What follows belongs to an exercise in optimizing a design on an open flow for small area and a short achievable clock period; a production flow would make more cautious choices. RTL that was checked went through simulation tests only; none was proved equivalent to the original. Power is estimated from default activity; no workload was simulated.

Setup of north:
Design MyMain, start of the top module:
module MyMain( R, G, B,Vsync, Hsync,Display0, Display1, Display2, Display3, kyClk, kyData, clk,kd, c0, c1, c2, c3, rst);
Settings: LEC_CHECK=0, ABC_AREA=1, CAP_MARGIN=0, CORE_MARGIN=2, CORE_UTILIZATION=65, CTS_BUF_LIST=sky130_fd_sc_hd__clkbuf_8, CTS_CLUSTER_DIAMETER=100, CTS_CLUSTER_SIZE=40, PLACE_DENSITY=0.8, SLEW_MARGIN=0; clock period 125.0 ns.
standard.sh (not shown) runs the stock make flow with config.mk's settings and CLKGATE_MAP_FILE= SYNTH_SCRIPT=/design/flow/synth_recipe.tcl, a recipe that flattens the netlist after the stock synthesis.
==> flow/flow/run.sh <==
#!/bin/bash
# The standard layout (the standard.sh, unchanged synthesis, floorplan,
# power grid, placement, clock tree and routing), with two settings of its
# own: the ports are buffered with a plain buffer, and timing repair is asked
# for a setup margin, so that it works on the paths from the inputs and to
# the outputs too, which the 125 ns clock leaves with a large slack.
set -o pipefail
export BUFFER_PORTS_ARGS="-buffer_cell sky130_fd_sc_hd__buf_2"
export SETUP_SLACK_MARGIN=98.9
bash standard.sh 2>&1 | tee standard.log
Here is what was changed in the inputs of south compared with north.
--- a/flow/flow/run.sh
+++ b/flow/flow/run.sh
@@ -9 +9 @@
-export SETUP_SLACK_MARGIN=98.9
+export SETUP_SLACK_MARGIN=98.7
--- a/flow/config.mk
+++ b/flow/config.mk
@@ -8,2 +8 @@
-export ABC_AREA = 1
-export CAP_MARGIN = 0
+export CAP_MARGIN = 20
@@ -16 +15 @@
-export SLEW_MARGIN = 0
+export SLEW_MARGIN = 20
### Flow results
- Of south and north, the lower routability-driven placement congestion ratio belongs to south.
- north → south: worst hold slack lost 0.0070 ns; via count lost 197; aggregate routed wire length picked up an extra 440 um.
- Compared with north, south shows a higher post-route standard cell area excluding fillers.
- Total of hold buffers inserted after clock tree synthesis: south vs north identical
- A critical path endpoint of c0[0] is what south shows, while kd[4] belongs to north.
- Taking north as the reference, in south clock latency on the worst-skew pair essentially unchanged; area growth from synthesis to layout went down.
#### Input delta (east over south)
--- a/flow/flow/run.sh
+++ b/flow/flow/run.sh
@@ -9 +9 @@
-export SETUP_SLACK_MARGIN=98.7
+export SETUP_SLACK_MARGIN=99.5
==> run notes <==
[compare] base=south new=east: fraction of cell area in non-clock buffers moved up; worst hold margin moved up; share of cells above drive strength 1 moved up; setup slack moved up; weighted congestion at the end of routability-driven global placement moved up. east reached the final stage; the timing, design-rule and antenna checks on its layout passed. Between east and south, the difference in sequential share of the synthesized area is negligible. ~same met1 usage in east and south. Looking at number of antenna violations at the first check in global routing, east sits 1 above south.


main:
MyMain, a different RTL version from the one above (not shown whole).
Size: ~1,700 cells after synthesis, about 140 flip-flops, about 70 I/O pins.
export LEC_CHECK = 0
export ABC_AREA = 1
export CAP_MARGIN = 20
export CORE_MARGIN = 2
export CORE_UTILIZATION = 65
export CTS_BUF_LIST = sky130_fd_sc_hd__clkbuf_8
export CTS_CLUSTER_DIAMETER = 100
export CTS_CLUSTER_SIZE = 40
export PLACE_DENSITY = 0.8
export SLEW_MARGIN = 20
create_clock -name core_clock -period 125.0 [get_ports {clk}]
==> flow/flow/run.sh <==
#!/bin/bash
set -o pipefail
export BUFFER_PORTS_ARGS="-buffer_cell sky130_fd_sc_hd__buf_2"
export SETUP_SLACK_MARGIN=98.9
export CTS_ARGS="-sink_clustering_enable -repair_clock_nets -dont_use_dummy_load -sink_clustering_size 40 -sink_clustering_max_diameter 100 -buf_list sky130_fd_sc_hd__clkbuf_8"
bash standard.sh 2>&1 | tee standard.log
main reached the end of the flow, and the finished layout is clean on the timing, design-rule and antenna checks.
Input-level comparison between the feature branch and main:
# main
export LEC_CHECK = 0
export ABC_AREA = 1
export CAP_MARGIN = 20
export CORE_MARGIN = 2
export CORE_UTILIZATION = 65
export CTS_BUF_LIST = sky130_fd_sc_hd__clkbuf_8
export CTS_CLUSTER_DIAMETER = 100
export CTS_CLUSTER_SIZE = 40
export PLACE_DENSITY = 0.8
export SLEW_MARGIN = 20
create_clock -name core_clock -period 125.0 [get_ports {clk}]
# the feature branch
export LEC_CHECK = 0
export CAP_MARGIN = 20
export CORE_MARGIN = 2
export CORE_UTILIZATION = 65
export CTS_BUF_LIST = sky130_fd_sc_hd__clkbuf_8
export CTS_CLUSTER_DIAMETER = 100
export CTS_CLUSTER_SIZE = 40
export PLACE_DENSITY = 0.8
export SLEW_MARGIN = 20
create_clock -name core_clock -period 125.0 [get_ports {clk}]
Notes after the runs:
Net switching power of the design, the feature branch vs main: down by more than a quarter
The feature branch: clock network fraction of design power higher than main
From main to the feature branch the numbers moved as follows: detailed route wirelength on metal2 lower, global-route track usage on met3 went down by 2.4 points, routability congestion estimate went up.
Number of ordinary and repair buffers in the finished layout went up by a few percent going from main to the feature branch.
Timing startpoint of the critical path = KBD.KeyData[6]: the feature branch; timing startpoint of the critical path = KBD.KeyData[0]: main
On routed wire length on met3, the lower figure sits with the feature branch, not main.
Looking at the feature branch and main, the fmax is a wash.
Function was not checked in any run of this note: the RTL went through the layout flow alone.


MyMain with an RTL version that a note above also has.
Size in the first run: roughly 160 flip-flops, roughly 14000 um^2 of cells after synthesis.
clock: 125.0 ns
lec_check: 0
cap_margin: 0
core_margin: 2
core_utilization: 65
cts_buf_list: sky130_fd_sc_hd__clkbuf_8
cts_cluster_diameter: 100
cts_cluster_size: 40
place_density: 0.8
slew_margin: 0
run.sh (not shown) runs the stock make flow with config.mk's settings and CLKGATE_MAP_FILE= SYNTH_SCRIPT=/design/flow/synth_recipe.tcl, a recipe that flattens the netlist after the stock synthesis.
Stock flow here: none of the scripts above is used.
The first run completed with no timing, DRC or antenna violations.
==> next run, changes <==
==> flow/flow/run.sh (new file) <==
#!/bin/bash
# The standard layout (the standard.sh, unchanged synthesis, floorplan,
# power grid, placement, clock tree and routing), with two settings of its
# own: the ports are buffered with a plain buffer, and timing repair is asked
# for a setup margin, so that it works on the paths from the inputs and to
# the outputs too, which the 125 ns clock leaves with a large slack.
set -o pipefail
export BUFFER_PORTS_ARGS="-buffer_cell sky130_fd_sc_hd__buf_2"
export SETUP_SLACK_MARGIN=98.9
bash standard.sh 2>&1 | tee standard.log
==> flow/standard.sh (new file) <==
#!/bin/bash
# synth_recipe.tcl (not shown) runs the flow's synth.tcl, then flattens the netlist and writes it again
# the make line also repeats each setting of config.mk as NAME=value (left out here)
make -C /OpenROAD-flow-scripts/flow DESIGN_CONFIG=/design/flow/config.mk WORK_HOME=/design/flow/orfs CLKGATE_MAP_FILE= SYNTH_SCRIPT=/design/flow/synth_recipe.tcl "${@:-finish}"
Settings changed: CAP_MARGIN 0 to 20, SLEW_MARGIN 0 to 20.
removed: flow/run.sh
After rerunning: Setup slack improves by 0.54 ns; power stays flat; sequential share of layout area rose by 0.37 points; design area fell by 1.1%; register-to-register slack is worse by 0.42 ns; routed wire length drops by 1.8%; count of clock-buffer cells in the layout does not change; core utilization came out lower by 0.79 points.
==> next run, changes <==
==> flow/flow/run.sh (replaced) <==
#!/bin/bash
# The standard layout (the standard.sh: unchanged synthesis, floorplan,
# power grid, placement, clock tree and routing), with the ports buffered by
# a plain buffer instead of the delay cell the port buffering picks by
# default.
set -o pipefail
export BUFFER_PORTS_ARGS="-buffer_cell sky130_fd_sc_hd__buf_2"
bash standard.sh 2>&1 | tee standard.log
Effect: Sequential power is about the same. Cell area hardly moves. Clock power goes up by a few percent. Hold slack hardly moves. Utilization hardly moves. Via count stays flat. Critical path depth grows by 4.
==> next run, changes <==
==> flow/flow/run.sh (replaced) <==
#!/bin/bash
# The standard layout (the standard.sh, unchanged synthesis, floorplan,
# power grid, placement, clock tree and routing), with two settings of its
# own: the ports are buffered with a plain buffer, and timing repair is asked
# for a setup margin, so that it works on the paths from the inputs and to
# the outputs too, which the 125 ns clock leaves with a large slack.
set -o pipefail
export BUFFER_PORTS_ARGS="-buffer_cell sky130_fd_sc_hd__buf_2"
export SETUP_SLACK_MARGIN=99.1
bash standard.sh 2>&1 | tee standard.log
Result:
- The changed run ran to the end with no violations
- total power is lower slightly
- sequential power barely changes
- worst setup slack gains 0.49 ns
- die area stays the same
- synthesized cell count does not change
- routed wire length is higher slightly
==> next run, changes <==
--- a/flow/flow/run.sh
+++ b/flow/flow/run.sh
@@ -9 +9 @@
-export SETUP_SLACK_MARGIN=99.1
+export SETUP_SLACK_MARGIN=99.3
After rerunning: The changed run passed the timing, design-rule and antenna checks; critical path depth stays the same; area after synthesis stays the same; cell area climbs by 0.69%; clock-buffer cell count climbs by 1; synthesized cell count is unchanged.


## nickel
MyMain, a different RTL version from the one above (not shown whole).
For scale: ~1,500 cells after synthesis, about 130 flip-flops, about 12,000 um^2 of cells after synthesis.
==> flow/design.v (excerpt) <==
module MyMain( R, G, B,Vsync, Hsync,Display0, Display1, Display2, Display3, kyClk, kyData, clk,kd, c0, c1, c2, c3, rst);
export LEC_CHECK = 0
export CAP_MARGIN = 20
export CORE_MARGIN = 2
export CORE_UTILIZATION = 65
export CTS_BUF_LIST = sky130_fd_sc_hd__clkbuf_8
export CTS_CLUSTER_DIAMETER = 100
export CTS_CLUSTER_SIZE = 40
export PLACE_DENSITY = 0.8
export SLEW_MARGIN = 20
export TNS_END_PERCENT = 5
create_clock -name core_clock -period 125.0 [get_ports {clk}]
standard.sh (not shown) runs the stock make flow with config.mk's settings and CLKGATE_MAP_FILE= SYNTH_SCRIPT=/design/flow/synth_recipe.tcl, a recipe that flattens the netlist after the stock synthesis.
==> flow/flow/run.sh <==
#!/bin/bash
# Layout flow: the standard layout (standard.sh: the standard synthesis,
# floorplan, power grid, placement, clock tree and routing) with three
# settings of its own, passed to ORFS through the environment:
#  - the ports are buffered with a plain buffer (buf_2) instead of the delay
#    cell that port buffering picks by default;
#  - timing repair is asked for a setup margin of 98.9 ns, so that it also
#    works on the paths from the inputs and to the outputs, which the 125 ns
#    clock otherwise leaves with a large slack;
#  - the clock tree is built without dummy loads.
# The whole output of the flow goes to standard.log here, and ORFS writes each
# step's log under orfs/logs.
set -o pipefail
export BUFFER_PORTS_ARGS="-buffer_cell sky130_fd_sc_hd__buf_2"
export SETUP_SLACK_MARGIN=98.9
export CTS_ARGS="-sink_clustering_enable -repair_clock_nets -dont_use_dummy_load -sink_clustering_size 40 -sink_clustering_max_diameter 100 -buf_list sky130_fd_sc_hd__clkbuf_8 -sink_buffer_max_cap_derate 1.0 -sink_clustering_levels 1"
bash standard.sh 2>&1 | tee standard.log
What xenon does differently from nickel at the input level:
Settings: removing TNS_END_PERCENT (formerly 5).
diff --git a/flow/flow/run.sh b/flow/flow/run.sh
--- a/flow/flow/run.sh
+++ b/flow/flow/run.sh
@@ -16 +16 @@
-export CTS_ARGS="-sink_clustering_enable -repair_clock_nets -dont_use_dummy_load -sink_clustering_size 40 -sink_clustering_max_diameter 100 -buf_list sky130_fd_sc_hd__clkbuf_8 -sink_buffer_max_cap_derate 1.0 -sink_clustering_levels 1"
+export CTS_ARGS="-sink_clustering_enable -repair_clock_nets -dont_use_dummy_load -sink_clustering_size 35 -sink_clustering_max_diameter 300 -buf_list sky130_fd_sc_hd__clkbuf_16"
[summary]
Compared with nickel, xenon shows initial DRC count higher by about 8%.
Going from nickel to xenon, synthesized area did not really move; fraction of area in non-clock buffers increased by 0.46 points relative to the old numbers; met3 track utilization from global routing increased by 1.2 points relative to the old numbers.
Input-level comparison between indigo and xenon:
Settings: setting TNS_END_PERCENT to 5 for the first time.
diff --git a/flow/flow/run.sh b/flow/flow/run.sh
--- a/flow/flow/run.sh
+++ b/flow/flow/run.sh
@@ -15,2 +15,2 @@
-export SETUP_SLACK_MARGIN=98.9
-export CTS_ARGS="-sink_clustering_enable -repair_clock_nets -dont_use_dummy_load -sink_clustering_size 35 -sink_clustering_max_diameter 300 -buf_list sky130_fd_sc_hd__clkbuf_16"
+export SETUP_SLACK_MARGIN=99.05
+export CTS_ARGS="-sink_clustering_enable -repair_clock_nets -dont_use_dummy_load -sink_clustering_size 40 -sink_clustering_max_diameter 100 -buf_list sky130_fd_sc_hd__clkbuf_8"
Findings:
- From xenon to indigo the numbers moved as follows: share of the clock period used by the worst path now sits at about the same level, combined area of the multi-input logic cells now sits at about the same level, number of placement rows now sits at about the same level, routed wire length now sits lower.
diff inputs: indigo => harbor
Settings: TNS_END_PERCENT: 5 -> unset.
diff --git a/flow/flow/run.sh b/flow/flow/run.sh
--- a/flow/flow/run.sh
+++ b/flow/flow/run.sh
@@ -15 +15 @@
-export SETUP_SLACK_MARGIN=99.05
+export SETUP_SLACK_MARGIN=98.9
==> comparison <==
Against indigo as the reference, harbor delivers a higher largest net degree at the start of global routing.
Summary of harbor over indigo: share of final-layout standard cells stronger than drive strength 1 saw a decrease, cell depth of the worst hold path saw little to no change.
Final cell count delta (indigo -> harbor): insignificant
Changes observed in harbor relative to indigo: clock period minus final worst setup slack shows an increase of 0.039 ns, part of the cycle the worst path needs shows no meaningful change, area added between synthesis and finish shows a reduction of 0.27 points, non-clock buffer count shows a reduction of about 7%.
Compared with indigo, in harbor total non-filler cell area in the finished layout held, global-route wire length before repair stayed essentially flat.

-- afterwards: timing with drivers on the ports --
Ports are ideal in the flow. The routed layouts listed here were re-timed in OpenROAD. Step 1 (the two cells are an assumption about what drives the block):
set clk [get_ports {clk}]
set_driving_cell -lib_cell sky130_fd_sc_hd__clkbuf_16 $clk
set_driving_cell -lib_cell sky130_fd_sc_hd__buf_2 [delete_from_list [all_inputs] $clk]
Step 2 moves the port delays by t, midway between the first and last clock arrival at a register: inputs arrive t later, outputs are due t later. That takes back most of the time a late clock gives input paths. Three values: no drivers, after step 1, after step 2; two values: the first two.
| run | t (ns) | slack for setup (ns) | hold WS [ns] |
|---|---|---|---|
| north | 0.512 | 98.935 / 98.893 / 98.538 | 0.469 / 0.469 / 0.469 |
| south | 0.504 | 98.792 / 98.753 / 98.368 | 0.462 / 0.462 / 0.462 |
| east | 0.503 | 99.039 / 98.998 / 98.818 | 0.476 / 0.476 / 0.476 |
| main | 0.470 | 98.958 / 98.918 / 98.548 | 0.464 / 0.464 / 0.464 |
| the feature branch | 0.482 | 98.941 / 98.902 / 98.654 | 0.454 / 0.454 / 0.454 |
| the first run of note 3 | 0.506 | 98.411 / 98.374 / 97.996 | 0.470 / 0.470 / 0.470 |
| the second run of note 3 | 0.512 | 98.948 / 98.905 / 98.504 | 0.466 / 0.466 / 0.466 |
| the third run of note 3 | 0.508 | 98.531 / 98.549 / 98.041 | 0.464 / 0.464 / 0.464 |
| the fourth run of note 3 | 0.512 | 99.020 / 98.980 / 98.580 | 0.463 / 0.463 / 0.463 |
| the fifth run of note 3 | 0.520 | 99.024 / 98.980 / 98.807 | 0.470 / 0.470 / 0.470 |
| nickel | 0.484 | 98.832 / 98.790 / 98.386 | 0.459 / 0.459 / 0.459 |
| xenon | 0.471 | 98.919 / 98.904 / 98.474 | 0.457 / 0.457 / 0.457 |
| indigo | 0.478 | 98.964 / 98.935 / 98.509 | 0.457 / 0.457 / 0.457 |
| harbor | 0.490 | 98.925 / 98.888 / 98.456 | 0.459 / 0.459 / 0.459 |
After both steps setup and hold are still met in every run listed. For the third run of note 3, which loses most, drivers alone change the setup slack by +0.018 ns; drivers and shift together by -0.490 ns.
